This design comes from an exercise in tuning for small area on the open sky130 flow, not from production work.
In this exercise RTL edits were held to simulation tests only and were not proved equivalent to the original.
Power is estimated from default activity; no workload was simulated.

==> v36: inputs <==
Design Lab1, start of the top module:
module Lab1 (
	input        clk,
	input        rst,
	input        key0_in,
	output [6:0] min1,
	output [6:0] min2,
	output [6:0] sec1,
	output [6:0] sec2,
	output [6:0] ms1,
	output [6:0] ms2
);
export LEC_CHECK = 0
export CAP_MARGIN = 20
export CORE_MARGIN = 2
export CORE_UTILIZATION = 40
export SLEW_MARGIN = 20
create_clock -name core_clock -period 10.0 [get_ports {clk}]
standard.sh (not shown) runs the stock make flow with config.mk's settings and CLKGATE_MAP_FILE= SYNTH_SCRIPT=/design/flow/synth_recipe.tcl, a recipe that flattens the netlist after the stock synthesis.
==> flow/flow/run.sh <==
#!/bin/bash
# Own layout flow: the standard ORFS flow with three changes:
#  - synthesis uses an area-oriented ABC script and skips Yosys's full/half-adder
#    extraction (everything else, including register naming, is the standard flow's synthesis);
#  - ports are buffered with the smallest buffer cell;
#  - clock tree built from small clock buffers, without dummy loads.
set -euo pipefail
W=$PWD
F=$W/flow
# synthesis script: synth_recipe.tcl, with ORFS's synth.tcl patched to use flow/area.abc
sed -e "s#^source \$::env(SCRIPTS_DIR)/synth_preamble.tcl\$#&\nset abc_args [lreplace \$abc_args 1 1 $F/area.abc]#" \
  "$FLOW_HOME/scripts/synth.tcl" > "$W/synth_body.tcl"
grep -q "area.abc" "$W/synth_body.tcl"
sed -e "s#^source \$::env(SCRIPTS_DIR)/synth.tcl\$#source $W/synth_body.tcl#" "$W/synth_recipe.tcl" > "$W/own_synth.tcl"
grep -q "synth_body.tcl" "$W/own_synth.tcl"
CTS="$(cat $F/cts_args.txt)"
bash standard.sh \
  SYNTH_SCRIPT="$W/own_synth.tcl" \
  ADDER_MAP_FILE= \
  "BUFFER_PORTS_ARGS=-buffer_cell sky130_fd_sc_hd__buf_1" \
  "CTS_ARGS=$CTS" \
  finish > "$W/orfs_make.log" 2>&1
==> flow/flow/area.abc <==
strash
&get -n
&deepsyn -T 60
&put
dch -f
amap
topo
dnsize -c
==> flow/flow/cts_args.txt <==
-repair_clock_nets -dont_use_dummy_load -buf_list sky130_fd_sc_hd__clkbuf_4
==> v34: changes against v36 <==
--- a/flow/design.v
+++ b/flow/design.v
@@ -30,38 +30,38 @@
 always @(posedge clk or negedge rst)
 	if (!rst)
 		run <= 1'b0;
 	else if (~k2 & k3)
 		run <= ~run;
 reg  [5:0] pc;
-wire tc = (pc == 6'h38);
-wire zc = (pc == 6'h31);
-wire fc = ^(pc & 6'h30) ^ 1'b0 ^ tc;
+wire tc = ((pc & 6'h3f) == 6'h23);
+wire zc = ((pc & 6'h3f) == 6'h7);
+wire fc = ^(pc & 6'h21) ^ 1'b0 ^ tc;
 always @(posedge clk)
 	if (!go)
-		pc <= 6'h22;
+		pc <= 6'hf;
 	else if (run | tc)
 		pc <= {pc[4:0], fc};
 wire inc_c = run & zc;
 reg  [12:0] ps;
-wire ts = (ps == 13'h1c40);
-wire zs = (ps == 13'h1880);
+wire ts = ((ps & 13'h1fff) == 13'h1c40);
+wire zs = ((ps & 13'h1fff) == 13'h1880);
 wire fs = ^(ps & 13'h1004) ^ 1'b0 ^ ts;
 always @(posedge clk)
 	if (!go)
 		ps <= 13'h1101;
 	else if (run | ts)
 		ps <= {ps[11:0], fs};
 wire inc_s = run & zs;
 reg  [18:0] pm;
-wire tm = (pm == 19'h1834);
-wire zm = (pm == 19'h3069);
-wire fm = ^(pm & 19'h48000) ^ 1'b0 ^ tm;
+wire tm = ((pm & 19'h7ffff) == 19'he010);
+wire zm = ((pm & 19'h7ffff) == 19'h1c020);
+wire fm = ^(pm & 19'h41080) ^ 1'b1 ^ tm;
 always @(posedge clk)
 	if (!go)
-		pm <= 19'h60d2;
+		pm <= 19'h38041;
 	else if (run | tm)
 		pm <= {pm[17:0], fm};
 wire inc_m = run & zm;
 reg [3:0] c1;
 wire c1_n0 = (c1[2]) | (~c1[0]);
 wire c1_n1 = (~c1[1] & c1[2]) | (c1[3]);
==> flow/flow/area.abc (replaced) <==
strash
&get -n
&deepsyn -I 3 -J 500
&put
dch -f
amap
topo
dnsize -c
==> flow/flow/cts_args.txt (replaced) <==
-sink_clustering_enable -repair_clock_nets -dont_use_dummy_load -buf_list sky130_fd_sc_hd__clkbuf_4
- CORE_UTILIZATION: 40 -> 65
==> v38: changes against v36 <==
==> flow/flow/area.abc (replaced) <==
strash
&get -n
&deepsyn -T 90
&put
&get -n
&dch -f
&nf -R 10000 -p -C 32
&put
topo
dnsize -c
==> flow/flow/cts_args.txt (replaced) <==
-sink_clustering_enable -repair_clock_nets -dont_use_dummy_load -buf_list sky130_fd_sc_hd__clkbuf_4
==> summary.md <==
| Metric | Value |
|---|---|
| Status | finished clean |
| DR vias | 2192 |
| Final hold slack | 0.352 ns |
| Initial cell density of the core | 0.415 |
| DP HPWL | 3.58 mm |
| Routed length on met3 | 185 microns |
| Worst slew pin tran | 0.987 ns |
| NetSw | 120 uW |
| Top area cells in the synthesized netlist | dfxtp_1, dfrtp_1, clkinv_1, o22ai_1, nor2_1 |
(the above is from v36)
==> summary.md <==
| Metric | Value |
|---|---|
| Final hold slack | 0.374 ns |
| NetSw | 155 uW |
| Worst slew pin tran | 0.698 ns |
| Routed length on met3 | 218 microns |
| Status | finished clean |
| Initial cell density of the core | 0.662 |
| Top area cells in the synthesized netlist | dfxtp_1, dfrtp_1, clkinv_1, o22ai_1, dfstp_2 |
(the above is from v34)
==> summary.md <==
| Metric | Value |
|---|---|
| Status | finished clean |
| Initial cell density of the core | 0.413 |
| DP HPWL | 3.41 mm |
| Final setup vio count | 0 |
| Root buffer cell | clkbuf_4 |
| Worst slew pin tran | 0.936 ns |
| Routed length on met3 | 206 microns |
| Top area cells in the synthesized netlist | dfxtp_1, dfrtp_1, a22o_1, dfstp_2, nand2_1 |
| NetSw | 172 uW |
| DR vias | 2042 |
| Mux contribution to synthesized area | 0.00763 |
| Final hold slack | 0.368 ns |
| GRT busiest layer | met2 |
(the above is from v38)

separate check: timing with driven ports:
How much do the figures lean on ideal ports? The routed layouts below were timed once more, with nothing changed but the port constraints. Step 1: set_driving_cell puts a clkbuf_16 on clk and a buf_2 on each other input, an assumption about the parent block. Step 2 moves the port delays by t, midway between the first and last clock arrival at a register: inputs arrive t later, outputs are due t later. That takes back most of the time a late clock gives input paths. Three values: ideal ports, drivers, drivers and shift; two values: the first two.
run | t, ns | setup slack, ns | worst register clock-pin slew, ns | cell pins on the clock port's net
v36 | 0.401 | 6.355 / 6.328 / 6.730 | 0.10 / 0.10 | 1
v34 | 0.397 | 6.340 / 6.317 / 6.714 | 0.09 / 0.09 | 1
v38 | 0.397 | 6.605 / 6.580 / 6.977 | 0.11 / 0.11 | 1
After both steps every run listed still meets setup and hold.
